This design comes from an exercise in tuning for small area, a short achievable clock period and few clock cycles per item on the open sky130 flow, not from production work. The RTL was checked by simulation tests, not by an equivalence proof against the original design. In every run shown here, the design's own scripts or RTL, not TritonCTS, make the clock network. No driver is modelled on the clock port, so clock power and skew are understated where the tree is cut down; a real chip needs a root buffer or a tree. Power figures rest on the tool's default switching activity, not on a simulated workload.

<file path="flow/constraint.sdc">
create_clock -name core_clock -period 7.0 [get_ports {clk}]
set_input_delay 1.4000 -clock core_clock [delete_from_list [all_inputs] [get_ports {clk}]]
set_output_delay 1.4000 -clock core_clock [all_outputs]
set_load 0.01 [all_outputs]
</file>
<file path="flow/design.v">
module divider (clk, quot, rem, fin, dvdend, dvsor, reset);
	output [31:0] quot;
	output [63:0] rem;
	output fin;
	input [63:0] dvdend;
	input [31:0] dvsor;
	input clk, reset;
	reg [31:0] r;     
	reg [31:0] q;     
	reg [4:0] cnt;    
	reg ld;           
	reg fin;
	reg [31:0] d;     
	wire [31:0] a = {r[30:0], q[31]};
	wire [31:0] p = a ^ ~d;
	wire [31:0] g0 = {a[31:1] & ~d[31:1], a[0] | ~d[0]};
	wire [31:0] p0 = p;
	wire g1_1 = g0[1] | (p0[1] & g0[0]);
	wire p1_1 = p0[1] & p0[0];
	wire g1_3 = g0[3] | (p0[3] & g0[2]);
	wire p1_3 = p0[3] & p0[2];
	wire g1_5 = g0[5] | (p0[5] & g0[4]);
	wire p1_5 = p0[5] & p0[4];
	wire g1_7 = g0[7] | (p0[7] & g0[6]);
	wire p1_7 = p0[7] & p0[6];
	wire g1_9 = g0[9] | (p0[9] & g0[8]);
	wire p1_9 = p0[9] & p0[8];
	wire g1_11 = g0[11] | (p0[11] & g0[10]);
	wire p1_11 = p0[11] & p0[10];
	wire g1_13 = g0[13] | (p0[13] & g0[12]);
	wire p1_13 = p0[13] & p0[12];
	wire g1_15 = g0[15] | (p0[15] & g0[14]);
	wire p1_15 = p0[15] & p0[14];
	wire g1_17 = g0[17] | (p0[17] & g0[16]);
	wire p1_17 = p0[17] & p0[16];
	wire g1_19 = g0[19] | (p0[19] & g0[18]);
	wire p1_19 = p0[19] & p0[18];
	wire g1_21 = g0[21] | (p0[21] & g0[20]);
	wire p1_21 = p0[21] & p0[20];
	wire g1_23 = g0[23] | (p0[23] & g0[22]);
	wire p1_23 = p0[23] & p0[22];
	wire g1_25 = g0[25] | (p0[25] & g0[24]);
	wire p1_25 = p0[25] & p0[24];
	wire g1_27 = g0[27] | (p0[27] & g0[26]);
	wire p1_27 = p0[27] & p0[26];
	wire g1_29 = g0[29] | (p0[29] & g0[28]);
	wire p1_29 = p0[29] & p0[28];
	wire g1_31 = g0[31] | (p0[31] & g0[30]);
	wire p1_31 = p0[31] & p0[30];
	wire g2_2 = g0[2] | (p0[2] & g1_1);
	wire p2_2 = p0[2] & p1_1;
	wire g2_3 = g1_3 | (p1_3 & g1_1);
	wire p2_3 = p1_3 & p1_1;
	wire g2_6 = g0[6] | (p0[6] & g1_5);
	wire p2_6 = p0[6] & p1_5;
	wire g2_7 = g1_7 | (p1_7 & g1_5);
	wire p2_7 = p1_7 & p1_5;
	wire g2_10 = g0[10] | (p0[10] & g1_9);
	wire p2_10 = p0[10] & p1_9;
	wire g2_11 = g1_11 | (p1_11 & g1_9);
	wire p2_11 = p1_11 & p1_9;
	wire g2_14 = g0[14] | (p0[14] & g1_13);
	wire p2_14 = p0[14] & p1_13;
	wire g2_15 = g1_15 | (p1_15 & g1_13);
	wire p2_15 = p1_15 & p1_13;
	wire g2_18 = g0[18] | (p0[18] & g1_17);
	wire p2_18 = p0[18] & p1_17;
	wire g2_19 = g1_19 | (p1_19 & g1_17);
	wire p2_19 = p1_19 & p1_17;
	wire g2_22 = g0[22] | (p0[22] & g1_21);
	wire p2_22 = p0[22] & p1_21;
	wire g2_23 = g1_23 | (p1_23 & g1_21);
	wire p2_23 = p1_23 & p1_21;
	wire g2_26 = g0[26] | (p0[26] & g1_25);
	wire p2_26 = p0[26] & p1_25;
	wire g2_27 = g1_27 | (p1_27 & g1_25);
	wire p2_27 = p1_27 & p1_25;
	wire g2_30 = g0[30] | (p0[30] & g1_29);
	wire p2_30 = p0[30] & p1_29;
	wire g2_31 = g1_31 | (p1_31 & g1_29);
	wire p2_31 = p1_31 & p1_29;
	wire g3_4 = g0[4] | (p0[4] & g2_3);
	wire p3_4 = p0[4] & p2_3;
	wire g3_5 = g1_5 | (p1_5 & g2_3);
	wire p3_5 = p1_5 & p2_3;
	wire g3_6 = g2_6 | (p2_6 & g2_3);
	wire p3_6 = p2_6 & p2_3;
	wire g3_7 = g2_7 | (p2_7 & g2_3);
	wire p3_7 = p2_7 & p2_3;
	wire g3_12 = g0[12] | (p0[12] & g2_11);
	wire p3_12 = p0[12] & p2_11;
	wire g3_13 = g1_13 | (p1_13 & g2_11);
	wire p3_13 = p1_13 & p2_11;
	wire g3_14 = g2_14 | (p2_14 & g2_11);
	wire p3_14 = p2_14 & p2_11;
	wire g3_15 = g2_15 | (p2_15 & g2_11);
	wire p3_15 = p2_15 & p2_11;
	wire g3_20 = g0[20] | (p0[20] & g2_19);
	wire p3_20 = p0[20] & p2_19;
	wire g3_21 = g1_21 | (p1_21 & g2_19);
	wire p3_21 = p1_21 & p2_19;
	wire g3_22 = g2_22 | (p2_22 & g2_19);
	wire p3_22 = p2_22 & p2_19;
	wire g3_23 = g2_23 | (p2_23 & g2_19);
	wire p3_23 = p2_23 & p2_19;
	wire g3_28 = g0[28] | (p0[28] & g2_27);
	wire p3_28 = p0[28] & p2_27;
	wire g3_29 = g1_29 | (p1_29 & g2_27);
	wire p3_29 = p1_29 & p2_27;
	wire g3_30 = g2_30 | (p2_30 & g2_27);
	wire p3_30 = p2_30 & p2_27;
	wire g3_31 = g2_31 | (p2_31 & g2_27);
	wire p3_31 = p2_31 & p2_27;
	wire g4_8 = g0[8] | (p0[8] & g3_7);
	wire p4_8 = p0[8] & p3_7;
	wire g4_9 = g1_9 | (p1_9 & g3_7);
	wire p4_9 = p1_9 & p3_7;
	wire g4_10 = g2_10 | (p2_10 & g3_7);
	wire p4_10 = p2_10 & p3_7;
	wire g4_11 = g2_11 | (p2_11 & g3_7);
	wire p4_11 = p2_11 & p3_7;
	wire g4_12 = g3_12 | (p3_12 & g3_7);
	wire p4_12 = p3_12 & p3_7;
	wire g4_13 = g3_13 | (p3_13 & g3_7);
	wire p4_13 = p3_13 & p3_7;
	wire g4_14 = g3_14 | (p3_14 & g3_7);
	wire p4_14 = p3_14 & p3_7;
	wire g4_15 = g3_15 | (p3_15 & g3_7);
	wire p4_15 = p3_15 & p3_7;
	wire g4_24 = g0[24] | (p0[24] & g3_23);
	wire p4_24 = p0[24] & p3_23;
	wire g4_25 = g1_25 | (p1_25 & g3_23);
	wire p4_25 = p1_25 & p3_23;
	wire g4_26 = g2_26 | (p2_26 & g3_23);
	wire p4_26 = p2_26 & p3_23;
	wire g4_27 = g2_27 | (p2_27 & g3_23);
	wire p4_27 = p2_27 & p3_23;
	wire g4_28 = g3_28 | (p3_28 & g3_23);
	wire p4_28 = p3_28 & p3_23;
	wire g4_29 = g3_29 | (p3_29 & g3_23);
	wire p4_29 = p3_29 & p3_23;
	wire g4_30 = g3_30 | (p3_30 & g3_23);
	wire p4_30 = p3_30 & p3_23;
	wire g4_31 = g3_31 | (p3_31 & g3_23);
	wire p4_31 = p3_31 & p3_23;
	wire g5_16 = g0[16] | (p0[16] & g4_15);
	wire p5_16 = p0[16] & p4_15;
	wire g5_17 = g1_17 | (p1_17 & g4_15);
	wire p5_17 = p1_17 & p4_15;
	wire g5_18 = g2_18 | (p2_18 & g4_15);
	wire p5_18 = p2_18 & p4_15;
	wire g5_19 = g2_19 | (p2_19 & g4_15);
	wire p5_19 = p2_19 & p4_15;
	wire g5_20 = g3_20 | (p3_20 & g4_15);
	wire p5_20 = p3_20 & p4_15;
	wire g5_21 = g3_21 | (p3_21 & g4_15);
	wire p5_21 = p3_21 & p4_15;
	wire g5_22 = g3_22 | (p3_22 & g4_15);
	wire p5_22 = p3_22 & p4_15;
	wire g5_23 = g3_23 | (p3_23 & g4_15);
	wire p5_23 = p3_23 & p4_15;
	wire g5_24 = g4_24 | (p4_24 & g4_15);
	wire p5_24 = p4_24 & p4_15;
	wire g5_25 = g4_25 | (p4_25 & g4_15);
	wire p5_25 = p4_25 & p4_15;
	wire g5_26 = g4_26 | (p4_26 & g4_15);
	wire p5_26 = p4_26 & p4_15;
	wire g5_27 = g4_27 | (p4_27 & g4_15);
	wire p5_27 = p4_27 & p4_15;
	wire g5_28 = g4_28 | (p4_28 & g4_15);
	wire p5_28 = p4_28 & p4_15;
	wire g5_29 = g4_29 | (p4_29 & g4_15);
	wire p5_29 = p4_29 & p4_15;
	wire g5_30 = g4_30 | (p4_30 & g4_15);
	wire p5_30 = p4_30 & p4_15;
	wire g5_31 = g4_31 | (p4_31 & g4_15);
	wire p5_31 = p4_31 & p4_15;
	wire [31:0] c = {g5_30, g5_29, g5_28, g5_27, g5_26, g5_25, g5_24, g5_23, g5_22, g5_21, g5_20, g5_19, g5_18, g5_17, g5_16, g4_15, g4_14, g4_13, g4_12, g4_11, g4_10, g4_9, g4_8, g3_7, g3_6, g3_5, g3_4, g2_3, g2_2, g1_1, g0[0], 1'b1};    
	wire [31:0] diff = p ^ c;
	wire nb = r[31] | g5_31;    
	always @(posedge clk) begin
		ld <= reset;
		d <= dvsor;
		if (reset) begin
			fin <= 1'b0;
			cnt <= 5'd0;
		end else if (!ld) begin
			cnt <= cnt + 5'd1;
			if (cnt == 5'd31)
				fin <= 1'b1;
		end
		if (ld) begin
			r <= dvdend[63:32];
			q <= dvdend[31:0];
		end else begin
			r <= nb ? diff : a;
			q <= {q[30:0], nb};
		end
	end
	assign quot = q;
	assign rem = {r, 32'h0};
endmodule
</file>
<file path="flow/flow/run.sh">
#!/bin/bash
# Standard layout, with the port buffers made of the smallest buffer cell.
set -euo pipefail
export BUFFER_PORTS_ARGS="-buffer_cell sky130_fd_sc_hd__buf_1"
export SKIP_REPAIR_TIE_FANOUT=1
export PRE_CTS_TCL="$PWD/flow/pre_cts.tcl"
export MANUAL_CTS_NBUF=4
bash standard.sh > standard.log 2>&1
</file>
<file path="flow/config.mk">
export PLATFORM = sky130hd
export DESIGN_NAME = divider
export DESIGN_NICKNAME = divider
export VERILOG_FILES = /design/flow/design.v
export SDC_FILE = /design/flow/constraint.sdc
export NUM_CORES = 4
export LEC_CHECK = 0
export ABC_AREA = 1
export CAP_MARGIN = 20
export CORE_MARGIN = 2
export CORE_UTILIZATION = 40
export SETUP_SLACK_MARGIN = 4.5
export SLEW_MARGIN = 20
</file>
<file path="flow/flow/pre_cts.tcl">
# A one-level clock tree, built in place of TritonCTS's: the clock port
# drives NBUF clkbuf_16 buffers, each placed at the centre of one group of
# flip-flops and driving that group's clock pins. Every register sees the
# same single buffer stage, so no register's clock is deliberately skewed.
set nbuf $::env(MANUAL_CTS_NBUF)
set block [ord::get_db_block]
set db [ord::get_db]
set clk_net [$block findNet clk]

set pts {}
foreach it [$clk_net getITerms] {
  set bb [[$it getInst] getBBox]
  lappend pts [list $it [expr {([$bb xMin] + [$bb xMax]) / 2.0}] [expr {([$bb yMin] + [$bb yMax]) / 2.0}]]
}

# k-means on the sinks' positions, started from points spread along the
# longer side of their bounding box.
set xs {}
set ys {}
foreach p $pts { lappend xs [lindex $p 1]; lappend ys [lindex $p 2] }
set x0 [tcl::mathfunc::min {*}$xs]; set x1 [tcl::mathfunc::max {*}$xs]
set y0 [tcl::mathfunc::min {*}$ys]; set y1 [tcl::mathfunc::max {*}$ys]
set cents {}
for {set k 0} {$k < $nbuf} {incr k} {
  set f [expr {($k + 0.5) / $nbuf}]
  if {$x1 - $x0 >= $y1 - $y0} {
    lappend cents [list [expr {$x0 + $f * ($x1 - $x0)}] [expr {($y0 + $y1) / 2.0}]]
  } else {
    lappend cents [list [expr {($x0 + $x1) / 2.0}] [expr {$y0 + $f * ($y1 - $y0)}]]
  }
}
for {set iter 0} {$iter < 30} {incr iter} {
  set groups {}
  for {set k 0} {$k < $nbuf} {incr k} { lappend groups {} }
  foreach p $pts {
    set best 0
    set bd 1e30
    for {set k 0} {$k < $nbuf} {incr k} {
      set c [lindex $cents $k]
      set dd [expr {abs([lindex $p 1] - [lindex $c 0]) + abs([lindex $p 2] - [lindex $c 1])}]
      if {$dd < $bd} { set bd $dd; set best $k }
    }
    lset groups $best [concat [lindex $groups $best] [list $p]]
  }
  set cents {}
  foreach g $groups {
    set sx 0.0; set sy 0.0
    foreach p $g { set sx [expr {$sx + [lindex $p 1]}]; set sy [expr {$sy + [lindex $p 2]}] }
    set n [llength $g]
    if {$n == 0} { set n 1 }
    lappend cents [list [expr {$sx / $n}] [expr {$sy / $n}]]
  }
}

set bufcell sky130_fd_sc_hd__clkbuf_16
if {[info exists ::env(MANUAL_CTS_BUF)]} { set bufcell $::env(MANUAL_CTS_BUF) }
set master [$db findMaster $bufcell]
for {set k 0} {$k < $nbuf} {incr k} {
  set g [lindex $groups $k]
  if {[llength $g] == 0} { continue }
  set b [odb::dbInst_create $block $master "clkbuf_man_$k"]
  set n [odb::dbNet_create $block "clknet_man_$k"]
  $n setSigType CLOCK
  [$b findITerm A] connect $clk_net
  [$b findITerm X] connect $n
  foreach p $g {
    set it [lindex $p 0]
    $it disconnect
    $it connect $n
  }
  set c [lindex $cents $k]
  $b setLocation [expr {int([lindex $c 0] - [$master getWidth] / 2)}] [expr {int([lindex $c 1] - [$master getHeight] / 2)}]
  $b setPlacementStatus PLACED
  puts "manual clock tree: clkbuf_man_$k drives [llength $g] clock pins"
}

# The tree is built: TritonCTS has nothing left to do.
proc clock_tree_synthesis {args} {
  set_propagated_clock [all_clocks]
  puts "clock_tree_synthesis skipped: the clock tree was built by flow/pre_cts.tcl"
}
</file>
<file path="flow/standard.sh">
#!/bin/bash
# synth_recipe.tcl (not shown) runs the flow's synth.tcl, then flattens the netlist and writes it again
# the make line also repeats each setting of config.mk as NAME=value (left out here)
make -C /OpenROAD-flow-scripts/flow DESIGN_CONFIG=/design/flow/config.mk WORK_HOME=/design/flow/orfs CLKGATE_MAP_FILE= SYNTH_SCRIPT=/design/flow/synth_recipe.tcl "${@:-finish}"
</file>
==> run summary, run 1 <==
POWER AND IR DROP
----------------------------------------------------------------------------------------------------
LEAKAGE ...............................................................................     3.209 nW
Worst ir drop on vdd ..................................................................    0.2046 mV
Power density over the cells .......................................................... 367.7 nW/µm²

SYNTH
----------------------------------------------------------------------------------------------------
Dominant synthesized flop cell ........................................................      dfxtp_1
Distinct cell type count of the synthesized netlist ...................................           30
Largest area contributor in the netlist ...............................................      dfxtp_1
Most common cell in the netlist .......................................................      nand2_1
Synth warnings ........................................................................            1
Fraction of post-synthesis cell area in the top cell type by area .....................       0.3786
Post-synth EDFFs ......................................................................            0
Cell Area, Synth ......................................................................     5446 µm²
Avg Cell Area, Syn ....................................................................    6.903 µm²
Cell types with the largest area share after synthesis ................................ dfxtp_1 (38%), nand2_1 (20%), ha_1 (7.6%)
Share of synthesized area occupied by flip-flops and latches ..........................       0.3786
Share of flip-flops with an asynchronous set or reset after synthesis .................            0
Count of mapped cells out of synthesis ................................................          789
Syn Nets ..............................................................................          925
Most instantiated cells after synthesis ............................................... nand2_1 (297), dfxtp_1 (103), inv_1 (89), nor2_1 (73), nand3_1 (42)
Total of flip-flops plus latches after synthesis ......................................          103

ROUTING
----------------------------------------------------------------------------------------------------
Antenna Violating Nets Remaining ......................................................            0
Routed WL .............................................................................    13,180 µm
Post-detailed-route wirelength per cell ...............................................     12.07 µm
Iteration-0 DRC count of the detailed router ..........................................          191
Detailed-route via count ..............................................................        4,904
First-pass detailed-route iteration total .............................................            4
Vias per cell .........................................................................        4.491
DRC errors left .......................................................................            0

GLOBAL ROUTING
----------------------------------------------------------------------------------------------------
Overall fraction of global-route tracks in use ........................................       0.1715
Number of global-route vias before repair .............................................        4,551
Antenna violations before repair ......................................................            0
Wire length of the first global-routing pass ..........................................    21,020 µm
Total gr overflow .....................................................................            0
Pin count of the biggest net entering global routing ..................................           90

FINISH
----------------------------------------------------------------------------------------------------
Count of filler cells inserted in the layout ..........................................        1,408
Count of antenna diodes in the layout .................................................            0
Area growth from synthesis to layout ..................................................       13.58%
Layout cell share with drive strength beyond 1 ........................................      0.05022
Layout Nets ...........................................................................        1,054
Register area .........................................................................     2067 µm²
Multi-input gate area in the final layout .............................................     2735 µm²
Final Instance Count excl. Fillers ....................................................        1,092

TIMING
----------------------------------------------------------------------------------------------------
Tcrit/Tclk final ......................................................................       0.3373
Unrepaired setup endpoints after global routing .......................................         true
Max_slew headroom .....................................................................       0.4538
Final critical path time including I/O delays and setup ...............................      2361 ps
Final Skew ............................................................................     39.90 ps
Final number of max-transition violations .............................................            0
Setup_tns .............................................................................         0 ps
Highest Clock Rate ....................................................................    423.6 MHz
Worst hold slack after final layout ...................................................     430.3 ps
Final setup violation count ...........................................................            0
Endpoints failing hold ................................................................            0
Slew @ Worst Pin ......................................................................     818.4 ps

CLOCK TREE
----------------------------------------------------------------------------------------------------
Hold Buf Count CTS ....................................................................            0
Clock-pin slew reported for the worst setup and hold paths after clock tree synthesis .       120 ps
Worst-Skew Late Latency ...............................................................       180 ps

WORST SETUP PATH
----------------------------------------------------------------------------------------------------
CP Data Arrival Time ..................................................................      2440 ps
Crit-path max FO ......................................................................           14
Critical path type ....................................................................      reg2reg
Origin of the critical flop-to-flop path ..............................................        d[17]
Kind of end point of the critical path ................................................    flip-flop
Sort of element at the start of the critical path .....................................    flip-flop
Worst path required time ..............................................................      7080 ps
Beginning of the critical path ........................................................        d[17]

RUN STATUS
----------------------------------------------------------------------------------------------------
Outcome ............................................................................... complete, no violations

FLOORPLANNING
----------------------------------------------------------------------------------------------------
Placeable core region .................................................................   13,300 µm²
Initial Util ..........................................................................       0.4097
Die width .............................................................................     120.7 µm
Count of standard-cell rows ...........................................................           42
I/O pin cnt ...........................................................................          195
Full die area .........................................................................   14,570 µm²
Chip Height ...........................................................................     120.7 µm

PLACED DESIGN
----------------------------------------------------------------------------------------------------
Number of placed cells counting well taps .............................................        1,074
Final HPWL DP .........................................................................      9323 µm
Final weighted congestion in routability-driven placement .............................       0.7921
Count of port buffers added during placement ..........................................          162

HOLD PATH
----------------------------------------------------------------------------------------------------
Worst hold-check path type ............................................................      reg2reg
Worst hold start ......................................................................         q[9]

FLOW RUN
----------------------------------------------------------------------------------------------------
Number of maximum-capacitance violations ..............................................            0

[worst paths after layout]
kind,end,slack [ps],cells after the start
worst max-delay path,r[3],4640,14
worst min-delay path,q[10],430,2
worst max register to register,r[3],4640,14
worst min register to register,q[10],430,2
[layout make-up]
class,instances,area share
Tap cell,176,0.03560
Timing Repair Buffer,174,0.1149
Buffer,4,0.01618
Multi-Input combinational cell,541,0.4422
Inverter,94,0.05704
Sequential cell,103,0.3341
[critical path: stages, from the launching register on]
cell	delay, ps
dfxtp_1	330
inv_1	50
ha_1	300
nand2_1	80
nand2_1	80
nand2_1	80
nand2_2	80
nand2_2	90
nand2_4	90
a21oi_4	350
nand3_2	390
nor2_1	180
nor2_1	50
nand2_1	90
nand2_1	40
[state kept, by name, indices dropped and copies added, names as in the netlist]
signal / count
fin: 1
q: 32
r: 32
d: 32
ld: 1
cnt: 5
[per-layer routing]
layer / vias up / part of all wire / routed length (µm) / global-route usage
met5: - / 0 / 0 / 0
met4: 0 / 0.0061 / 80 / 0.009448
met3: 6 / 0.075 / 990 / 0.03915
met2: 139 / 0.45 / 5945 / 0.3008
met1: 2109 / 0.47 / 6162 / 0.2255
li1: 2650 / - / - / -
[through the flow]
step	cell area (µm²)	power, mW	setup WS [ps]	utilization
finish	6186	2.274	4639	0.4653
floorplan	5446	1.706	4602	-
global route	6186	2.513	4474	0.4653
CTS	6082	2.243	4540	0.4575
detailed placement	5926	1.938	4196	0.4457
global placement	5926	1.938	4285	0.4457
[layout by cell type (no fill, tap or decap), types with 2 or more instances in the layout]
cell type	count
a21oi_2	3
inv_1	89
buf_4	11
xnor2_1	2
ha_1	33
nand3_1	42
o21ai_0	9
o21ai_1	5
a21boi_0	4
nand2_4	4
nand2_1	297
buf_1	162
a21o_1	2
inv_2	5
nand3_4	3
dfxtp_1	101
nor2_2	3
nor2_1	73
nor3_1	9
xor2_1	5
clkbuf_16	4
a21oi_1	27
nand4_1	3
nand2_2	6
fa_1	5
[cells by family (layout without fill, tap and decap cells)]
family | Yosys count | count (layout) | synth area share
xor gates and xnor gates | 7 | 7 | 0.01126
other | 1 | 1 | 0.0006885
and+or+nand+nor | 441 | 444 | 0.3306
AOI/OAI and AO/OA | 51 | 51 | 0.05376
adders and majority gates | 38 | 38 | 0.09419
buffers and inverters | 148 | 272 | 0.1309
DFF | 103 | 103 | 0.3786
[report_power, final]
group | switching, mW | internal [mW]
combinational | 0.752 | 0.459
clock | 0.151 | 0.105
sequential | 0.103 | 0.703
[repair_timing]
item | CTS | global route
resized for setup | 3 | 3
cloned | 2 | 1
pin swaps | 0 | 1
endpoints found under the setup margin | 33 | 44
setup buffers | 2 | 9
Testbench counts, summed over its fixed seeds: cycles 108,800, items 3,200.
==> run 2: changes to the inputs <==
--- a/flow/flow/pre_cts.tcl
+++ b/flow/flow/pre_cts.tcl
@@ -15,40 +15,25 @@
 
-# k-means on the sinks' positions, started from points spread along the
-# longer side of their bounding box.
-set xs {}
-set ys {}
-foreach p $pts { lappend xs [lindex $p 1]; lappend ys [lindex $p 2] }
-set x0 [tcl::mathfunc::min {*}$xs]; set x1 [tcl::mathfunc::max {*}$xs]
-set y0 [tcl::mathfunc::min {*}$ys]; set y1 [tcl::mathfunc::max {*}$ys]
+# Recursive bisection at the median, across the longer side of each group's
+# bounding box, into nbuf groups of equal size (nbuf a power of two).
+proc bisect {pts n} {
+  if {$n <= 1 || [llength $pts] < 2} { return [list $pts] }
+  set xs {}; set ys {}
+  foreach p $pts { lappend xs [lindex $p 1]; lappend ys [lindex $p 2] }
+  set dx [expr {[tcl::mathfunc::max {*}$xs] - [tcl::mathfunc::min {*}$xs]}]
+  set dy [expr {[tcl::mathfunc::max {*}$ys] - [tcl::mathfunc::min {*}$ys]}]
+  set axis [expr {$dx >= $dy ? 1 : 2}]
+  set sorted [lsort -real -index $axis $pts]
+  set h [expr {[llength $sorted] / 2}]
+  set half [expr {$n / 2}]
+  return [concat [bisect [lrange $sorted 0 [expr {$h - 1}]] $half] [bisect [lrange $sorted $h end] $half]]
+}
+set groups [bisect $pts $nbuf]
 set cents {}
-for {set k 0} {$k < $nbuf} {incr k} {
-  set f [expr {($k + 0.5) / $nbuf}]
-  if {$x1 - $x0 >= $y1 - $y0} {
-    lappend cents [list [expr {$x0 + $f * ($x1 - $x0)}] [expr {($y0 + $y1) / 2.0}]]
-  } else {
-    lappend cents [list [expr {($x0 + $x1) / 2.0}] [expr {$y0 + $f * ($y1 - $y0)}]]
-  }
+foreach g $groups {
+  set sx 0.0; set sy 0.0
+  foreach p $g { set sx [expr {$sx + [lindex $p 1]}]; set sy [expr {$sy + [lindex $p 2]}] }
+  set n [llength $g]
+  lappend cents [list [expr {$sx / $n}] [expr {$sy / $n}]]
 }
-for {set iter 0} {$iter < 30} {incr iter} {
-  set groups {}
-  for {set k 0} {$k < $nbuf} {incr k} { lappend groups {} }
-  foreach p $pts {
-    set best 0
-    set bd 1e30
-    for {set k 0} {$k < $nbuf} {incr k} {
-      set c [lindex $cents $k]
-      set dd [expr {abs([lindex $p 1] - [lindex $c 0]) + abs([lindex $p 2] - [lindex $c 1])}]
-      if {$dd < $bd} { set bd $dd; set best $k }
-    }
-    lset groups $best [concat [lindex $groups $best] [list $p]]
-  }
-  set cents {}
-  foreach g $groups {
-    set sx 0.0; set sy 0.0
-    foreach p $g { set sx [expr {$sx + [lindex $p 1]}]; set sy [expr {$sy + [lindex $p 2]}] }
-    set n [llength $g]
-    if {$n == 0} { set n 1 }
-    lappend cents [list [expr {$sx / $n}] [expr {$sy / $n}]]
-  }
-}
+set nbuf [llength $groups]
 
--- a/flow/config.mk
+++ b/flow/config.mk
@@ -11,3 +11,3 @@
 export CORE_UTILIZATION = 40
-export SETUP_SLACK_MARGIN = 4.5
+export SETUP_SLACK_MARGIN = 4.65
 export SLEW_MARGIN = 20
==> run summary, run 2 <==
RUN STATUS
----------------------------------------------------------------------------------------------------
Outcome ............................................................................... complete, no violations

ROUTING
----------------------------------------------------------------------------------------------------
First-pass detailed-route iteration total .............................................            7
Wire length the detailed router placed on met1 ........................................      6334 µm
Met3 Routed Length ....................................................................      1055 µm
Highest routed layer ..................................................................         met4
Routed WL .............................................................................    14,140 µm
Detailed-route via count ..............................................................        5,060
Met2 routed WL ........................................................................      6652 µm
Antenna Violating Nets Remaining ......................................................            0
DRC errors left .......................................................................            0
Iteration-0 DRC count of the detailed router ..........................................          174
Vias per cell .........................................................................        4.596
Post-detailed-route wirelength per cell ...............................................     12.85 µm

WORST SETUP PATH
----------------------------------------------------------------------------------------------------
Crit-path max FO ......................................................................            5
Reg2Reg Depth .........................................................................           15
Worst R2R End .........................................................................        r[16]
CP Data Arrival Time ..................................................................      2280 ps
Origin of the critical flop-to-flop path ..............................................        q[31]
Worst path required time ..............................................................      7060 ps
Critical path type ....................................................................      reg2reg
Sort of element at the start of the critical path .....................................    flip-flop
Kind of end point of the critical path ................................................    flip-flop
Slack of the worst reg-to-reg path ....................................................      4780 ps

FLOORPLANNING
----------------------------------------------------------------------------------------------------
Placeable core region .................................................................   13,300 µm²
Die width .............................................................................     120.7 µm
Full die area .........................................................................   14,570 µm²
I/O pin cnt ...........................................................................          195
Initial Util ..........................................................................       0.4097
Count of standard-cell rows ...........................................................           42
Chip Height ...........................................................................     120.7 µm

SYNTH
----------------------------------------------------------------------------------------------------
Avg Cell Area, Syn ....................................................................    6.903 µm²
Most instantiated cells after synthesis ............................................... nand2_1 (297), dfxtp_1 (103), inv_1 (89), nor2_1 (73), nand3_1 (42)
Share of flip-flops with an asynchronous set or reset after synthesis .................            0
Cell types with the largest area share after synthesis ................................ dfxtp_1 (38%), nand2_1 (20%), ha_1 (7.6%)
Most common cell in the netlist .......................................................      nand2_1
Dominant synthesized flop cell ........................................................      dfxtp_1
Fraction of post-synthesis cell area in the top cell type by area .....................       0.3786
Share of synthesized area occupied by flip-flops and latches ..........................       0.3786
Distinct cell type count of the synthesized netlist ...................................           30
Cell Area, Synth ......................................................................     5446 µm²
Post-synth EDFFs ......................................................................            0
Synth warnings ........................................................................            1
Total of flip-flops plus latches after synthesis ......................................          103
Largest area contributor in the netlist ...............................................      dfxtp_1
Syn Nets ..............................................................................          925
Count of mapped cells out of synthesis ................................................          789

TIMING
----------------------------------------------------------------------------------------------------
Final setup violation count ...........................................................            0
Final number of max-transition violations .............................................            0
Slew @ Worst Pin ......................................................................     606.5 ps
Final Skew ............................................................................     11.81 ps
Max_slew headroom .....................................................................       0.5952
Worst hold slack after final layout ...................................................     449.8 ps
Endpoints failing hold ................................................................            0
Unrepaired setup endpoints after global routing .......................................         true
Final critical path time including I/O delays and setup ...............................      2220 ps
Tcrit/Tclk final ......................................................................       0.3171
Highest Clock Rate ....................................................................    450.5 MHz
Setup_tns .............................................................................         0 ps

POWER AND IR DROP
----------------------------------------------------------------------------------------------------
Power density over the cells .......................................................... 377.0 nW/µm²
Worst ir drop on vdd ..................................................................    0.1956 mV
LEAKAGE ...............................................................................     3.258 nW

FINISH
----------------------------------------------------------------------------------------------------
Most common cell after layout, fill and taps aside ....................................      nand2_1
Total non-filler cell area in the finished layout .....................................     6421 µm²
Leading cell types in the layout, fill and taps excluded .............................. nand2_1 (294), buf_1 (162), dfxtp_1 (99)
Count of filler cells inserted in the layout ..........................................        1,428
Layout Nets ...........................................................................        1,063
Count of antenna diodes in the layout .................................................            0
Area growth from synthesis to layout ..................................................       17.90%
Largest registers ..................................................................... d: 32 flops, q: 32 flops, r: 32 flops
Post-Route Utilization ................................................................       0.4830
Layout cell share with drive strength beyond 1 ........................................      0.07676

HOLD PATH
----------------------------------------------------------------------------------------------------
Sink of the worst hold path ...........................................................         q[5]
Worst hold-check path type ............................................................      reg2reg
Number of cells traversed by the worst hold path ......................................            2
Worst hold start ......................................................................         q[4]

GLOBAL ROUTING
----------------------------------------------------------------------------------------------------
Wire length of the first global-routing pass ..........................................    21,600 µm
Total gr overflow .....................................................................            0
Overall fraction of global-route tracks in use ........................................       0.1766
Antenna violations before repair ......................................................            0
Number of global-route vias before repair .............................................        4,681
Pin count of the biggest net entering global routing ..................................           90

PLACED DESIGN
----------------------------------------------------------------------------------------------------
Count of port buffers added during placement ..........................................          162
Area after detailed placement .........................................................     5927 µm²
Final weighted congestion in routability-driven placement .............................       0.7995
Final HPWL DP .........................................................................      9530 µm

CLOCK TREE
----------------------------------------------------------------------------------------------------
Worst-Skew Late Latency ...............................................................       170 ps
Clock-pin slew reported for the worst setup and hold paths after clock tree synthesis .       100 ps

FLOW RUN
----------------------------------------------------------------------------------------------------
Number of maximum-capacitance violations ..............................................            0

==> run 2: stage by stage <==
stage | cells | total power, mW | setup WS (ps)
6_report | 1101 | 2.421 | 4780
2_1_floorplan | 789 | 1.709 | 4666
5_1_grt | 1101 | 2.663 | 4616
3_3_place_gp | 1074 | 1.939 | 4291
4_1_cts | 1085 | 2.297 | 4662
3_5_place_dp | 1074 | 1.946 | 4217
==> run 2: logic make-up (layout without fill, tap and decap cells) <==
kind of cell             after synthesis  after routing  share of synthesized area
AO/OA/AOI/OAI                         51             51                    0.05376
XOR/XNOR                               7              7                    0.01126
adder cells (fa/ha/maj)               38             38                    0.09419
buffers and inverters                148            278                     0.1309
flip-flops                           103            103                     0.3786
other                                  1              1                  0.0006885
AND/OR/NAND/NOR                      441            447                     0.3306
==> run 2: metal layers <==
| layer | GRT usage | up-vias |
|---|---|---|
| li1 | - | 2669 |
| met1 | 0.2278 | 2216 |
| met2 | 0.3143 | 167 |
| met3 | 0.04009 | 8 |
| met4 | 0.01163 | 0 |
| met5 | 0 | - |
==> run 2: timing repair <==
item,in CTS,in global routing
buffers inserted,4,13
cloned,3,3
pin swaps,0,8
endpoints found under the setup margin,68,67
hold buffers,0,0
gates resized for setup,6,19
==> run 2: worst max-delay path, cell delays in order (launching register included) <==
cell,delay (ps)
dfxtp_2,340
inv_1,40
ha_1,200
fa_2,340
inv_2,70
nand3_1,70
nand2_2,90
nand2_2,60
nand2_4,100
nand2_4,70
nand2_8,90
fa_1,410
inv_1,60
nand2_1,50
nand2_1,60
o21ai_0,80
==> run 2: layout make-up <==
type | instances | area [µm²] | area share
tap | 176 | 220.2 | 0.03429
multi-input combinational | 544 | 2884 | 0.4491
inverter | 94 | 354.1 | 0.05514
timing repair buffer | 180 | 793.3 | 0.1235
buffer | 4 | 100.1 | 0.01559
sequential | 103 | 2069 | 0.3223
==> run 2: power by group <==
part / internal [mW] / switching (mW) / total [mW] / leakage [nW]
Clock: 0.106 / 0.151 / 0.257 / 0.0493
Combinational: 0.533 / 0.812 / 1.34 / 2.34
Sequential: 0.705 / 0.115 / 0.819 / 0.867
Total: 1.34 / 1.08 / 2.42 / 3.26
==> run 2: worst max-delay path by stage <==
stage,start,end,cells after the start
after floorplan,q[31],r[16],16
after global placement,q[31],r[14],16
after detailed placement,q[31],r[14],16
after CTS,q[31],r[16],15
after global routing,d[17],r[3],15
final,q[31],r[16],15
==> run 3: changes to the inputs <==
--- a/flow/config.mk
+++ b/flow/config.mk
@@ -11,3 +11,3 @@
 export CORE_UTILIZATION = 40
-export SETUP_SLACK_MARGIN = 4.65
+export SETUP_SLACK_MARGIN = 4.5
 export SLEW_MARGIN = 20
==> run summary, run 3 <==
FINISH
----------------------------------------------------------------------------------------------------
Largest registers ..................................................................... d: 32 flops, q: 32 flops, r: 32 flops
Most common cell after layout, fill and taps aside ....................................      nand2_1
Leading cell types in the layout, fill and taps excluded .............................. nand2_1 (297), buf_1 (162), dfxtp_1 (101)
Area growth from synthesis to layout ..................................................       14.84%
Count of filler cells inserted in the layout ..........................................        1,399
Register area .........................................................................     2067 µm²
Total non-filler cell area in the finished layout .....................................     6255 µm²
Count of antenna diodes in the layout .................................................            0
Layout Nets ...........................................................................        1,059
Layout cell share with drive strength beyond 1 ........................................      0.05537
Multi-input gate area in the final layout .............................................     2761 µm²

GLOBAL ROUTING
----------------------------------------------------------------------------------------------------
Wire length of the first global-routing pass ..........................................    20,960 µm
Number of global-route vias before repair .............................................        4,548
Overall fraction of global-route tracks in use ........................................       0.1711
Antenna violations before repair ......................................................            0
Total gr overflow .....................................................................            0
Pin count of the biggest net entering global routing ..................................           90

SYNTH
----------------------------------------------------------------------------------------------------
Fraction of post-synthesis cell area in the top cell type by area .....................       0.3786
Post-synth EDFFs ......................................................................            0
Distinct cell type count of the synthesized netlist ...................................           30
Share of flip-flops with an asynchronous set or reset after synthesis .................            0
Dominant synthesized flop cell ........................................................      dfxtp_1
Share of synthesized area occupied by flip-flops and latches ..........................       0.3786
Avg Cell Area, Syn ....................................................................    6.903 µm²
Total of flip-flops plus latches after synthesis ......................................          103
Largest area contributor in the netlist ...............................................      dfxtp_1
Cell Area, Synth ......................................................................     5446 µm²
Syn Nets ..............................................................................          925
Cell types with the largest area share after synthesis ................................ dfxtp_1 (38%), nand2_1 (20%), ha_1 (7.6%)
Synth warnings ........................................................................            1
Count of mapped cells out of synthesis ................................................          789
Most common cell in the netlist .......................................................      nand2_1
Most instantiated cells after synthesis ............................................... nand2_1 (297), dfxtp_1 (103), inv_1 (89), nor2_1 (73), nand3_1 (42)

HOLD PATH
----------------------------------------------------------------------------------------------------
Worst hold-check path type ............................................................      reg2reg
Worst hold start ......................................................................         q[7]

FLOORPLANNING
----------------------------------------------------------------------------------------------------
Die width .............................................................................     120.7 µm
I/O pin cnt ...........................................................................          195
Full die area .........................................................................   14,570 µm²
Placeable core region .................................................................   13,300 µm²
Chip Height ...........................................................................     120.7 µm
Count of standard-cell rows ...........................................................           42
Initial Util ..........................................................................       0.4097

TIMING
----------------------------------------------------------------------------------------------------
Final Skew ............................................................................     10.54 ps
Slew @ Worst Pin ......................................................................     812.2 ps
Final number of max-transition violations .............................................            0
Highest Clock Rate ....................................................................    429.8 MHz
Max_slew headroom .....................................................................       0.4579
Setup_tns .............................................................................         0 ps
Tcrit/Tclk final ......................................................................       0.3324
Unrepaired setup endpoints after global routing .......................................        false
Final setup violation count ...........................................................            0
Endpoints failing hold ................................................................            0
Final critical path time including I/O delays and setup ...............................      2326 ps

ROUTING
----------------------------------------------------------------------------------------------------
Post-detailed-route wirelength per cell ...............................................     12.28 µm
Detailed-route via count ..............................................................        4,927
Antenna Violating Nets Remaining ......................................................            0
First-pass detailed-route iteration total .............................................            4
Iteration-0 DRC count of the detailed router ..........................................          159
DRC errors left .......................................................................            0
Routed WL .............................................................................    13,470 µm
Vias per cell .........................................................................        4.491

PLACED DESIGN
----------------------------------------------------------------------------------------------------
Final weighted congestion in routability-driven placement .............................       0.7921
Final HPWL DP .........................................................................      9323 µm
Count of port buffers added during placement ..........................................          162
Area after detailed placement .........................................................     5926 µm²

POWER AND IR DROP
----------------------------------------------------------------------------------------------------
Power density over the cells .......................................................... 372.4 nW/µm²
LEAKAGE ...............................................................................     3.241 nW
Worst ir drop on vdd ..................................................................    0.2071 mV

CLOCK TREE
----------------------------------------------------------------------------------------------------
Hold Buf Count CTS ....................................................................            0
Clock-pin slew reported for the worst setup and hold paths after clock tree synthesis .       110 ps
Worst-Skew Late Latency ...............................................................       170 ps

RUN STATUS
----------------------------------------------------------------------------------------------------
Outcome ............................................................................... complete, no violations

WORST SETUP PATH
----------------------------------------------------------------------------------------------------
CP Data Arrival Time ..................................................................      2390 ps
Kind of end point of the critical path ................................................    flip-flop
Worst path required time ..............................................................      7070 ps
Beginning of the critical path ........................................................        q[31]
Slack of the worst reg-to-reg path ....................................................      4670 ps
Origin of the critical flop-to-flop path ..............................................        q[31]
Sort of element at the start of the critical path .....................................    flip-flop
Crit-path max FO ......................................................................            6
Critical path type ....................................................................      reg2reg

FLOW RUN
----------------------------------------------------------------------------------------------------
Number of maximum-capacitance violations ..............................................            0

run 3: cell types whose count changed in the layout (fill, tap and decap cells not counted), sizes merged:
cell    before  now
nand3       49   46
buf        180  178
clkinv       1    0
inv         93   94
nand2      308  309
run 3: final timing paths:
| path | endpoint | cells past startpoint |
|---|---|---|
| worst max-delay path | r[16] | 15 |
| worst min-delay path | q[8] | 2 |
| worst max register to register | r[16] | 15 |
| worst min register to register | q[8] | 2 |
run 3: power breakdown:
group          switching (mW)  internal, mW  total (mW)  leakage [nW]
logic                   0.771         0.491        1.26          2.32
registers               0.104         0.703       0.807         0.867
clock network           0.154         0.106       0.260        0.0493
total                    1.03          1.30        2.33          3.24
run 3: cells by family after synthesis:
group	after synthesis	share of synthesized area
and+or+nand+nor	441	0.3306
xor gates and xnor gates	7	0.01126
buffers and inverters	148	0.1309
adders and majority gates	38	0.09419
DFF	103	0.3786
other	1	0.0006885
AOI/OAI and AO/OA	51	0.05376
run 3: through the flow:
stage / power (mW) / cells / setup slack [ps] / hold WS [ps] / util
after floorplan: 1.706 / 789 / 4602 / 443.6 / -
after global placement: 1.938 / 1074 / 4285 / 426.2 / 0.4457
after detailed placement: 1.938 / 1074 / 4196 / 428.3 / 0.4457
after CTS: 2.234 / 1080 / 4528 / 448.7 / 0.4563
after global routing: 2.571 / 1097 / 4518 / 471.0 / 0.4705
final: 2.329 / 1097 / 4674 / 447.0 / 0.4705
run 3: what timing repair did:
item,4_1_cts,5_1_grt
resized for setup,3,5
gates cloned,2,2
pin swaps,0,2
setup buffers,0,15
endpoints found under the setup margin,33,51
run 3: area by class of cell:
type	instances	share of cell area
flip-flops and latches	103	0.3305
repair buffers	178	0.1204
multi-input cells	542	0.4415
well taps	176	0.03521
inverters	94	0.05641
plain buffers	4	0.01600
run 3: critical path, cell delays in order, from the launching register on:
cell and delay (ps):
dfxtp_2 340, inv_1 40, ha_1 200, fa_1 360, inv_1 90, nand3_1 70, nand2_1 80, nand2_1 80
nand2_4 120, nand2_4 90, nand2_8 90, fa_1 410, inv_1 70, nand2_1 50, nand2_1 50, o21ai_0 80
run 3: routing by layer:
| layer | global-route usage | up-vias | share of wire |
|---|---|---|---|
| li1 | - | 2658 | - |
| met1 | 0.2281 | 2110 | 0.45 |
| met2 | 0.2959 | 151 | 0.46 |
| met3 | 0.03821 | 8 | 0.085 |
| met4 | 0.01163 | 0 | 0.0097 |
| met5 | 0 | - | 0 |
==> run 4: changes to the inputs <==
--- a/flow/config.mk
+++ b/flow/config.mk
@@ -11,3 +11,3 @@
 export CORE_UTILIZATION = 40
-export SETUP_SLACK_MARGIN = 4.5
+export SETUP_SLACK_MARGIN = 4.72
 export SLEW_MARGIN = 20
==> run summary, run 4 <==
TIMING
-----------------------------------------------------------------------------------------------------
Max_slew headroom ......................................................................       0.3839
Slew @ Worst Pin .......................................................................     924.1 ps
Tcrit/Tclk final .......................................................................       0.3186
Final critical path time including I/O delays and setup ................................      2230 ps
Highest Clock Rate .....................................................................    448.4 MHz
Setup_tns ..............................................................................         0 ps
Final setup violation count ............................................................            0
Endpoints failing hold .................................................................            0
Final number of max-transition violations ..............................................            0
Final Skew .............................................................................     18.57 ps
Unrepaired setup endpoints after global routing ........................................        false

SYNTH
-----------------------------------------------------------------------------------------------------
Cell types with the largest area share after synthesis ................................. dfxtp_1 (38%), nand2_1 (20%), ha_1 (7.6%)
XOR/XNOR share of the synthesized area .................................................      0.01126
Avg Cell Area, Syn .....................................................................    6.903 µm²
Share of synthesized area occupied by flip-flops and latches ...........................       0.3786
Post-synth EDFFs .......................................................................            0
Total of flip-flops plus latches after synthesis .......................................          103
Dominant synthesized flop cell .........................................................      dfxtp_1
Most common cell in the netlist ........................................................      nand2_1
Count of mapped cells out of synthesis .................................................          789
Fraction of post-synthesis cell area in the top cell type by area ......................       0.3786
Simple logic cell fraction of the synthesized area .....................................       0.3306
Synth warnings .........................................................................            1
Main combinational cell family by area after synthesis ................................. simple AND/OR/NAND/NOR gates
Largest area contributor in the netlist ................................................      dfxtp_1
Cell Area, Synth .......................................................................     5446 µm²
Syn Nets ...............................................................................          925
Distinct cell type count of the synthesized netlist ....................................           30
Compound-cell area share of the yosys netlist ..........................................      0.05376
Most instantiated cells after synthesis ................................................ nand2_1 (297), dfxtp_1 (103), inv_1 (89), nor2_1 (73), nand3_1 (42)
Share of flip-flops with an asynchronous set or reset after synthesis ..................            0
Post-synthesis share of cell area spent on full adders, half adders and majority gates .      0.09419
Post-synthesis mux area share ..........................................................            0

GLOBAL ROUTING
-----------------------------------------------------------------------------------------------------
Number of global-route vias before repair ..............................................        4,670
Wire length of the first global-routing pass ...........................................    21,990 µm
Total gr overflow ......................................................................            0
Most congested layer reported by global routing ........................................         met2
Grt met1 use ...........................................................................       0.2324
Pin count of the biggest net entering global routing ...................................           89
Overall fraction of global-route tracks in use .........................................       0.1824
Met3 routing resource usage after global routing .......................................      0.04811
Antenna violations before repair .......................................................            1
GRT met2 Usage .........................................................................       0.3160

POWER AND IR DROP
-----------------------------------------------------------------------------------------------------
Switch share ...........................................................................       0.4411
Logic pwr share ........................................................................        0.572
Internal Dissipation ...................................................................     1.432 mW
Switch Pwr .............................................................................     1.130 mW
Clock Power Share ......................................................................        0.101
Worst ir drop on vdd ...................................................................    0.1910 mV
Power density over the cells ........................................................... 382.2 nW/µm²
Register share of total power ..........................................................        0.327
LEAKAGE ................................................................................     3.294 nW

ROUTING
-----------------------------------------------------------------------------------------------------
DRC errors left ........................................................................            0
Iteration-0 DRC count of the detailed router ...........................................          162
Post-detailed-route wirelength per cell ................................................     12.87 µm
First-pass detailed-route iteration total ..............................................            4
Antenna Violating Nets Remaining .......................................................            0
Vias per cell ..........................................................................        4.553
Routed WL ..............................................................................    14,240 µm
Detailed-route via count ...............................................................        5,036

WORST SETUP PATH
-----------------------------------------------------------------------------------------------------
Slowest cell on the critical path ......................................................      dfxtp_1
Cells along the critical path ..........................................................        buf_1
Critical path type .....................................................................      reg2out
Crit-path leading delay family .........................................................   flip-flops
Sort of element at the start of the critical path ......................................    flip-flop
Count of buffering cells on the critical path with inverters included ..................            1
CP Data Arrival Time ...................................................................       830 ps
Slowest stage delay, CP ................................................................       420 ps
Crit-path max FO .......................................................................            3
Kind of end point of the critical path ................................................. primary output
Worst path required time ...............................................................      5600 ps

HOLD PATH
-----------------------------------------------------------------------------------------------------
Worst hold-check path type .............................................................      reg2reg

FINISH
-----------------------------------------------------------------------------------------------------
Largest registers ...................................................................... d: 32 flops, q: 32 flops, r: 32 flops
Final Instance Count excl. Fillers .....................................................        1,106
Area growth from synthesis to layout ...................................................       23.11%
Most common cell after layout, fill and taps aside .....................................      nand2_1
Layout Nets ............................................................................        1,067
Leading cell types in the layout, fill and taps excluded ............................... nand2_1 (287), buf_1 (162), dfxtp_1 (90)
Layout cell share with drive strength beyond 1 .........................................       0.1216

FLOORPLANNING
-----------------------------------------------------------------------------------------------------
Initial Util ...........................................................................       0.4097
Count of standard-cell rows ............................................................           42
Chip Height ............................................................................     120.7 µm
Die width ..............................................................................     120.7 µm
I/O pin cnt ............................................................................          195
Placeable core region ..................................................................   13,300 µm²
Full die area ..........................................................................   14,570 µm²

FLOW RUN
-----------------------------------------------------------------------------------------------------
Number of maximum-capacitance violations ...............................................            0

PLACED DESIGN
-----------------------------------------------------------------------------------------------------
Number of placed cells counting well taps ..............................................        1,075
Count of port buffers added during placement ...........................................          162
Final weighted congestion in routability-driven placement ..............................       0.8165
Final HPWL DP ..........................................................................      9519 µm

RUN STATUS
-----------------------------------------------------------------------------------------------------
Outcome ................................................................................ complete, no violations

CLOCK TREE
-----------------------------------------------------------------------------------------------------
Clock-pin slew reported for the worst setup and hold paths after clock tree synthesis ..       110 ps
Worst-Skew Late Latency ................................................................       170 ps

## run 4: cell counts after synthesis
Identical to the previous run, type by type.
## run 4: cell families (layout without fill, tap and decap cells)
logic type	Yosys count	in the layout
and+or+nand+nor	441	447
buffers and inverters	148	282
DFF	103	103
AOI/OAI and AO/OA	51	51
adders and majority gates	38	38
xor gates and xnor gates	7	7
other	1	2
## run 4: metrics by stage
stage	util	setup slack, ps	power [mW]	hold WS (ps)	cell area, µm²
floorplan	-	4725	1.712	443.6	5466
global placement	0.4475	4360	1.948	425.7	5949
detailed placement	0.4475	4301	1.949	430.6	5949
CTS	0.4666	4742	2.330	452.5	6203
global route	0.5041	4700	2.812	466.2	6703
finish	0.5043	4770	2.563	450.2	6705
## run 4: layer usage
metal	share of wire	vias to the layer above
li1	-	2670
met1	0.44	2220
met2	0.46	134
met3	0.083	12
met4	0.015	0
met5	0	-
## run 4: worst paths after layout
path          from  endpoint  slack (ps)  cells after the start
max          r[30]   rem[62]        4770                      1
min          q[17]     q[18]         450                      2
max reg2reg  q[31]     r[16]        4840                     15
min reg2reg  q[17]     q[18]         450                      2
## run 4: power groups by stage
stage	Sequential, mW	Clock [mW]	Combinational [mW]
2_1_floorplan	0.842	0	0.869
3_3_place_gp	0.812	0	1.14
3_5_place_dp	0.815	0	1.13
4_1_cts	0.802	0.268	1.26
5_1_grt	0.855	0.290	1.67
6_report	0.837	0.260	1.47
## run 4: layout make-up
| type | count | area (µm²) |
|---|---|---|
| Sequential cell | 103 | 2086 |
| Tap cell | 176 | 220.2 |
| Antenna cell | 1 | 2.502 |
| Timing Repair Buffer | 184 | 815.8 |
| Fill cell | 1416 | 6590 |
| Multi-Input combinational cell | 544 | 3128 |
| Inverter | 94 | 352.8 |
| Buffer | 4 | 100.1 |
## run 4: timing repair
action | CTS | global route
gates cloned | 4 | 3
gates resized for setup | 6 | 59
endpoints found under the setup margin | 33 | 33
hold endpoints to repair | 0 | 0
buffers inserted | 6 | 13
hold buffers | 0 | 0
pin swaps | 3 | 18
==> run 5: changes to the inputs <==
--- a/flow/config.mk
+++ b/flow/config.mk
@@ -11,3 +11,3 @@
 export CORE_UTILIZATION = 40
-export SETUP_SLACK_MARGIN = 4.72
+export SETUP_SLACK_MARGIN = 4.8
 export SLEW_MARGIN = 20
==> run summary, run 5 <==
RUN STATUS
----------------------------------------------------------------------------------------------------
Outcome ............................................................................... complete, no violations

FINISH
----------------------------------------------------------------------------------------------------
Count of antenna diodes in the layout .................................................            0
Largest registers ..................................................................... d: 32 flops, q: 32 flops, r: 32 flops
Layout Nets ...........................................................................        1,061
Total non-filler cell area in the finished layout .....................................     6618 µm²
Register area .........................................................................     2083 µm²
Area growth from synthesis to layout ..................................................       21.50%
Most common cell after layout, fill and taps aside ....................................      nand2_1
Leading cell types in the layout, fill and taps excluded .............................. nand2_1 (288), buf_1 (160), dfxtp_1 (88)
Count of filler cells inserted in the layout ..........................................        1,358
Final Instance Count excl. Fillers ....................................................        1,099
Multi-input gate area in the final layout .............................................     3078 µm²
Layout cell share with drive strength beyond 1 ........................................       0.1127

PLACED DESIGN
----------------------------------------------------------------------------------------------------
Area after detailed placement .........................................................     5954 µm²
Number of placed cells counting well taps .............................................        1,075
Final weighted congestion in routability-driven placement .............................       0.8183
Final HPWL DP .........................................................................      9321 µm
Count of port buffers added during placement ..........................................          162

GLOBAL ROUTING
----------------------------------------------------------------------------------------------------
Antenna violations before repair ......................................................            0
Wire length of the first global-routing pass ..........................................    21,360 µm
Pin count of the biggest net entering global routing ..................................           88
Number of global-route vias before repair .............................................        4,702
Total gr overflow .....................................................................            0
Overall fraction of global-route tracks in use ........................................       0.1750

ROUTING
----------------------------------------------------------------------------------------------------
DRC errors left .......................................................................            0
Antenna Violating Nets Remaining ......................................................            0
Routed WL .............................................................................    13,470 µm
Vias per cell .........................................................................        4.528
Detailed-route via count ..............................................................        4,976
First-pass detailed-route iteration total .............................................            4
Post-detailed-route wirelength per cell ...............................................     12.25 µm
Iteration-0 DRC count of the detailed router ..........................................          150

POWER AND IR DROP
----------------------------------------------------------------------------------------------------
Worst ir drop on vdd ..................................................................    0.2101 mV
Total power ...........................................................................     2.486 mW
LEAKAGE ...............................................................................     3.270 nW
Power density over the cells .......................................................... 375.7 nW/µm²

SYNTH
----------------------------------------------------------------------------------------------------
Synth warnings ........................................................................            1
Count of mapped cells out of synthesis ................................................          789
Syn Nets ..............................................................................          925
Cell types with the largest area share after synthesis ................................ dfxtp_1 (38%), nand2_1 (20%), ha_1 (7.6%)
Total of flip-flops plus latches after synthesis ......................................          103
Most instantiated cells after synthesis ............................................... nand2_1 (297), dfxtp_1 (103), inv_1 (89), nor2_1 (73), nand3_1 (42)
Largest area contributor in the netlist ...............................................      dfxtp_1
Most common cell in the netlist .......................................................      nand2_1
Distinct cell type count of the synthesized netlist ...................................           30
Cell Area, Synth ......................................................................     5446 µm²
Avg Cell Area, Syn ....................................................................    6.903 µm²
Fraction of post-synthesis cell area in the top cell type by area .....................       0.3786
Dominant synthesized flop cell ........................................................      dfxtp_1
Share of synthesized area occupied by flip-flops and latches ..........................       0.3786
Post-synth EDFFs ......................................................................            0
Share of flip-flops with an asynchronous set or reset after synthesis .................            0

CLOCK TREE
----------------------------------------------------------------------------------------------------
Clock-pin slew reported for the worst setup and hold paths after clock tree synthesis .       100 ps
Hold Buf Count CTS ....................................................................            0
Worst-Skew Late Latency ...............................................................       160 ps

WORST SETUP PATH
----------------------------------------------------------------------------------------------------
Slowest cell on the critical path .....................................................      dfxtp_1
Cells along the critical path .........................................................        buf_1
Crit-path leading delay family ........................................................   flip-flops
Count of buffering cells on the critical path with inverters included .................            1
CP Data Arrival Time ..................................................................       810 ps
Worst path required time ..............................................................      5600 ps
Slowest stage delay, CP ...............................................................       470 ps
Sort of element at the start of the critical path .....................................    flip-flop
Kind of end point of the critical path ................................................ primary output
Critical path type ....................................................................      reg2out
Crit-path max FO ......................................................................            3

TIMING
----------------------------------------------------------------------------------------------------
Worst hold slack after final layout ...................................................     441.5 ps
Final number of max-transition violations .............................................            0
Setup_tns .............................................................................         0 ps
Endpoints failing hold ................................................................            0
Tcrit/Tclk final ......................................................................       0.3161
Max_slew headroom .....................................................................       0.4136
Final setup violation count ...........................................................            0
Unrepaired setup endpoints after global routing .......................................         true
Final critical path time including I/O delays and setup ...............................      2213 ps
Final Skew ............................................................................     9.849 ps
Highest Clock Rate ....................................................................    451.9 MHz
Slew @ Worst Pin ......................................................................     879.5 ps

FLOORPLANNING
----------------------------------------------------------------------------------------------------
Placeable core region .................................................................   13,300 µm²
Full die area .........................................................................   14,570 µm²
Chip Height ...........................................................................     120.7 µm
Initial Util ..........................................................................       0.4097
Die width .............................................................................     120.7 µm
I/O pin cnt ...........................................................................          195
Count of standard-cell rows ...........................................................           42

HOLD PATH
----------------------------------------------------------------------------------------------------
Worst hold-check path type ............................................................      reg2reg

FLOW RUN
----------------------------------------------------------------------------------------------------
Number of maximum-capacitance violations ..............................................            0

run 5: cell counts after synthesis:
Identical to the previous run, type by type.
run 5: worst paths after layout:
kind / depth (start not counted) / endpoint / slack (ps) / start
worst max-delay path: 1 / rem[59] / 4790 / r[27]
worst min-delay path: 2 / q[8] / 440 / q[7]
worst max register to register: 15 / r[16] / 4840 / q[31]
worst min register to register: 2 / q[8] / 440 / q[7]
run 5: cell families after synthesis:
family                     synth area share
xor gates and xnor gates            0.01126
buffers and inverters                0.1309
adders and majority gates           0.09419
DFF                                  0.3786
other                             0.0006885
and+or+nand+nor                      0.3306
AOI/OAI and AO/OA                   0.05376
run 5: cell type report:
| cell class | count | area share |
|---|---|---|
| Timing Repair Buffer | 180 | 0.1184 |
| Sequential cell | 103 | 0.3148 |
| Buffer | 4 | 0.01513 |
| Multi-Input combinational cell | 542 | 0.4651 |
| Inverter | 94 | 0.05332 |
| Tap cell | 176 | 0.03328 |
run 5: routing by layer:
metal  up-vias  GRT usage  wire length [µm]
li1       2651          -                 -
met1      2172     0.2215              5913
met2       144     0.3107              6258
met3         9    0.04198              1116
met4         0    0.01962               180
met5         -          0                 0
run 5: where the power goes:
part	total (mW)	switching [mW]	internal, mW
combinational	1.40	0.816	0.583
clock	0.258	0.152	0.106
sequential	0.829	0.120	0.709
total	2.49	1.09	1.40
run 5: stage by stage:
stage / utilization / worst slack, ps
floorplan: - / 4728
global placement: 0.4479 / 4361
detailed placement: 0.4479 / 4289
CTS: 0.4686 / 4790
global route: 0.4977 / 4691
finish: 0.4977 / 4787
run 5: timing repair:
| action | CTS | global route |
|---|---|---|
| setup buffers | 8 | 8 |
| pin swaps | 3 | 11 |
| resized for setup | 9 | 49 |
| cloned | 3 | 1 |
| endpoints found under the setup margin | 34 | 36 |
==> run 6: changes to the inputs <==
--- a/flow/config.mk
+++ b/flow/config.mk
@@ -10,4 +10,4 @@
 export CORE_MARGIN = 2
-export CORE_UTILIZATION = 40
-export SETUP_SLACK_MARGIN = 4.8
+export CORE_UTILIZATION = 65
+export SETUP_SLACK_MARGIN = 4.65
 export SLEW_MARGIN = 20
==> run summary, run 6 <==
WORST SETUP PATH
----------------------------------------------------------------------------------------------------
Reg2Reg Depth .........................................................................           15
Cells along the critical path ......................................................... inv_1 > ha_1 > fa_2 > inv_2 > nand3_1 > nand2_2 > nand2_2 > nand2_4 > nand2_4 > nand2_8 > fa_1 > inv_1 > nand2_1 > nand2_1 > o21ai_0
Critical path type ....................................................................      reg2reg
Slowest cell on the critical path .....................................................         fa_1
Sort of element at the start of the critical path .....................................    flip-flop
CP Data Arrival Time ..................................................................      2330 ps
Origin of the critical flop-to-flop path ..............................................        q[31]
Slowest stage delay, CP ...............................................................       420 ps
Crit-path max FO ......................................................................            4
Kind of end point of the critical path ................................................    flip-flop
Beginning of the critical path ........................................................        q[31]
Worst path required time ..............................................................      7060 ps

FINISH
----------------------------------------------------------------------------------------------------
Area growth from synthesis to layout ..................................................       14.61%
Largest registers ..................................................................... d: 32 flops, q: 32 flops, r: 32 flops
Most common cell after layout, fill and taps aside ....................................      nand2_1
Layout Nets ...........................................................................        1,056
Leading cell types in the layout, fill and taps excluded .............................. nand2_1 (293), buf_1 (162), dfxtp_1 (99)
Layout cell share with drive strength beyond 1 ........................................      0.06645
Count of antenna diodes in the layout .................................................            0
Count of filler cells inserted in the layout ..........................................          674
Post-Route Utilization ................................................................       0.7635

ROUTING
----------------------------------------------------------------------------------------------------
Detailed-route via count ..............................................................        5,132
Routed WL .............................................................................    12,870 µm
First-pass detailed-route iteration total .............................................            5
DRC errors left .......................................................................            0
Post-detailed-route wirelength per cell ...............................................     12.58 µm
Iteration-0 DRC count of the detailed router ..........................................          227
Antenna Violating Nets Remaining ......................................................            0
Vias per cell .........................................................................        5.017

SYNTH
----------------------------------------------------------------------------------------------------
Most common cell in the netlist .......................................................      nand2_1
Cell types with the largest area share after synthesis ................................ dfxtp_1 (38%), nand2_1 (20%), ha_1 (7.6%)
Largest area contributor in the netlist ...............................................      dfxtp_1
Most instantiated cells after synthesis ............................................... nand2_1 (297), dfxtp_1 (103), inv_1 (89), nor2_1 (73), nand3_1 (42)
Share of flip-flops with an asynchronous set or reset after synthesis .................            0
Dominant synthesized flop cell ........................................................      dfxtp_1
Post-synth EDFFs ......................................................................            0
Avg Cell Area, Syn ....................................................................    6.903 µm²
Cell Area, Synth ......................................................................     5446 µm²
Share of synthesized area occupied by flip-flops and latches ..........................       0.3786
Distinct cell type count of the synthesized netlist ...................................           30
Fraction of post-synthesis cell area in the top cell type by area .....................       0.3786
Syn Nets ..............................................................................          925
Synth warnings ........................................................................            1
Count of mapped cells out of synthesis ................................................          789
Total of flip-flops plus latches after synthesis ......................................          103

TIMING
----------------------------------------------------------------------------------------------------
Tcrit/Tclk final ......................................................................       0.3244
Final setup violation count ...........................................................            0
Final number of max-transition violations .............................................            0
Final critical path time including I/O delays and setup ...............................      2271 ps
Unrepaired setup endpoints after global routing .......................................        false
Final Skew ............................................................................     13.72 ps
Endpoints failing hold ................................................................            0
Max_slew headroom .....................................................................       0.4205
Highest Clock Rate ....................................................................    440.4 MHz
Slew @ Worst Pin ......................................................................     869.2 ps
Setup_tns .............................................................................         0 ps

GLOBAL ROUTING
----------------------------------------------------------------------------------------------------
Number of global-route vias before repair .............................................        4,759
Total gr overflow .....................................................................            0
Pin count of the biggest net entering global routing ..................................           89
Wire length of the first global-routing pass ..........................................    20,500 µm
Overall fraction of global-route tracks in use ........................................       0.2706
Antenna violations before repair ......................................................            0

FLOORPLANNING
----------------------------------------------------------------------------------------------------
Count of standard-cell rows ...........................................................           33
Placeable core region .................................................................     8175 µm²
Full die area .........................................................................     9127 µm²
Initial Util ..........................................................................       0.6662
Die width .............................................................................     95.54 µm
Chip Height ...........................................................................     95.54 µm
I/O pin cnt ...........................................................................          195

HOLD PATH
----------------------------------------------------------------------------------------------------
Worst hold start ......................................................................        q[27]
Number of cells traversed by the worst hold path ......................................            2
Worst hold-check path type ............................................................      reg2reg

POWER AND IR DROP
----------------------------------------------------------------------------------------------------
Switch share ..........................................................................       0.4462
LEAKAGE ...............................................................................     3.227 nW
Worst ir drop on vdd ..................................................................    0.2829 mV
Switch Pwr ............................................................................     1.073 mW
Clock Power Share .....................................................................        0.106
Internal Dissipation ..................................................................     1.331 mW
Power density over the cells .......................................................... 385.2 nW/µm²
Register share of total power .........................................................        0.334
Logic pwr share .......................................................................        0.560
Total power ...........................................................................     2.404 mW

CLOCK TREE
----------------------------------------------------------------------------------------------------
Worst-Skew Late Latency ...............................................................       170 ps
Clock-pin slew reported for the worst setup and hold paths after clock tree synthesis .       100 ps

PLACED DESIGN
----------------------------------------------------------------------------------------------------
Final HPWL DP .........................................................................      8824 µm
Count of port buffers added during placement ..........................................          162
Final weighted congestion in routability-driven placement .............................       0.9009

RUN STATUS
----------------------------------------------------------------------------------------------------
Outcome ............................................................................... complete, no violations

FLOW RUN
----------------------------------------------------------------------------------------------------
Number of maximum-capacitance violations ..............................................            0

-- run 6: changes by cell type in the layout (fill, tap and decap cells not counted), sizes merged --
cell    delta
buf        -3
clkbuf     -2
-- run 6: what timing repair did --
item                                    CTS  global route
hold endpoints to repair                  0             0
endpoints found under the setup margin   33            32
resized for setup                         7            14
buffers inserted                          6             5
cloned                                    3             1
pin swaps                                 2             7
hold buffers                              0             0
-- run 6: critical path: cells and delay by family, from the launching register on --
kind | cells | cell delay (ps)
fa+ha+maj | 3 | 960
flops | 1 | 350
compound gates | 1 | 70
buf+inv | 3 | 190
simple gates | 8 | 630
-- run 6: cells by family (layout without fill, tap and decap cells) --
kind of cell,count (synthesis),count (layout),share of synthesized area
simple gates,441,445,0.3306
buf+inv,148,273,0.1309
flops,103,103,0.3786
compound gates,51,51,0.05376
fa+ha+maj,38,38,0.09419
xor+xnor,7,7,0.01126
other cells,1,1,0.0006885
-- run 6: layer usage --
metal  track usage  part of all wire  vias up
met4       0.04286             0.021        0
met3       0.03715             0.073       18
met5             0                 0        -
met1        0.3171              0.40     2301
met2        0.5256              0.51      171
li1              -                 -     2642
-- run 6: layout make-up --
class                           instances  area, µm²  share of cell area
Multi-Input combinational cell        542       2835              0.4542
Sequential cell                       103       2067              0.3311
Timing Repair Buffer                  175      755.7              0.1211
Inverter                               94      352.8             0.05652
Tap cell                              105      131.4             0.02105
Buffer                                  4      100.1             0.01604
-- run 6: final timing paths --
check,endpoint,slack (ps)
worst min register to register,q[28],450
worst min-delay path,q[28],450
worst max-delay path,r[16],4730
worst max register to register,r[16],4730
-- run 6: through the flow --
step	std cells	hold WS, ps	setup WS [ps]	area, µm²
after global routing	1023	465.0	4640	6242
after floorplan	789	443.6	4666	5451
final	1023	447.0	4729	6242
after global placement	1004	425.6	4271	5843
after detailed placement	1004	430.9	4165	5843
after CTS	1017	453.9	4655	6082
-- run 6: power groups by stage --
stage	Clock [mW]	Combinational (mW)	Sequential [mW]
2_1_floorplan	0	0.867	0.842
3_3_place_gp	0	1.10	0.807
3_5_place_dp	0	1.13	0.810
4_1_cts	0.260	1.24	0.798
5_1_grt	0.276	1.52	0.818
6_report	0.255	1.35	0.803

[separate check: timing with driven ports]
The flow's constraints put no driver on any port. The routed layouts listed below were extracted and timed again, unchanged, in two steps. Step 1, drivers: a clkbuf_16 drives clk and a buf_2 each remaining input, both assumed. Step 2 moves the port delays by t, midway between the first and last clock arrival at a register: inputs arrive t later, outputs are due t later. That takes back most of the time a late clock gives input paths. a / b / c = no drivers / after step 1 / after step 2; a / b = the first two.
run	t, ns	slack for setup (ns)	latest minus earliest clock arrival (ns)	worst register clock-pin slew, ns
run 1	0.253	4.639 / 4.639 / 4.639	0.040 / 0.040	0.12 / 0.13
run 2	0.243	4.780 / 4.703 / 4.780	0.012 / 0.012	0.10 / 0.10
run 3	0.244	4.674 / 4.673 / 4.673	0.012 / 0.011	0.11 / 0.11
run 4	0.243	4.770 / 4.686 / 4.842	0.019 / 0.019	0.11 / 0.11
run 5	0.244	4.787 / 4.702 / 4.843	0.010 / 0.009	0.10 / 0.10
run 6	0.238	4.729 / 4.729 / 4.729	0.014 / 0.014	0.10 / 0.10
After both steps setup and hold are still met in every run listed. The setup slack of run 3, which loses most, moves by -0.001 ns with the drivers and by -0.001 ns with both steps.
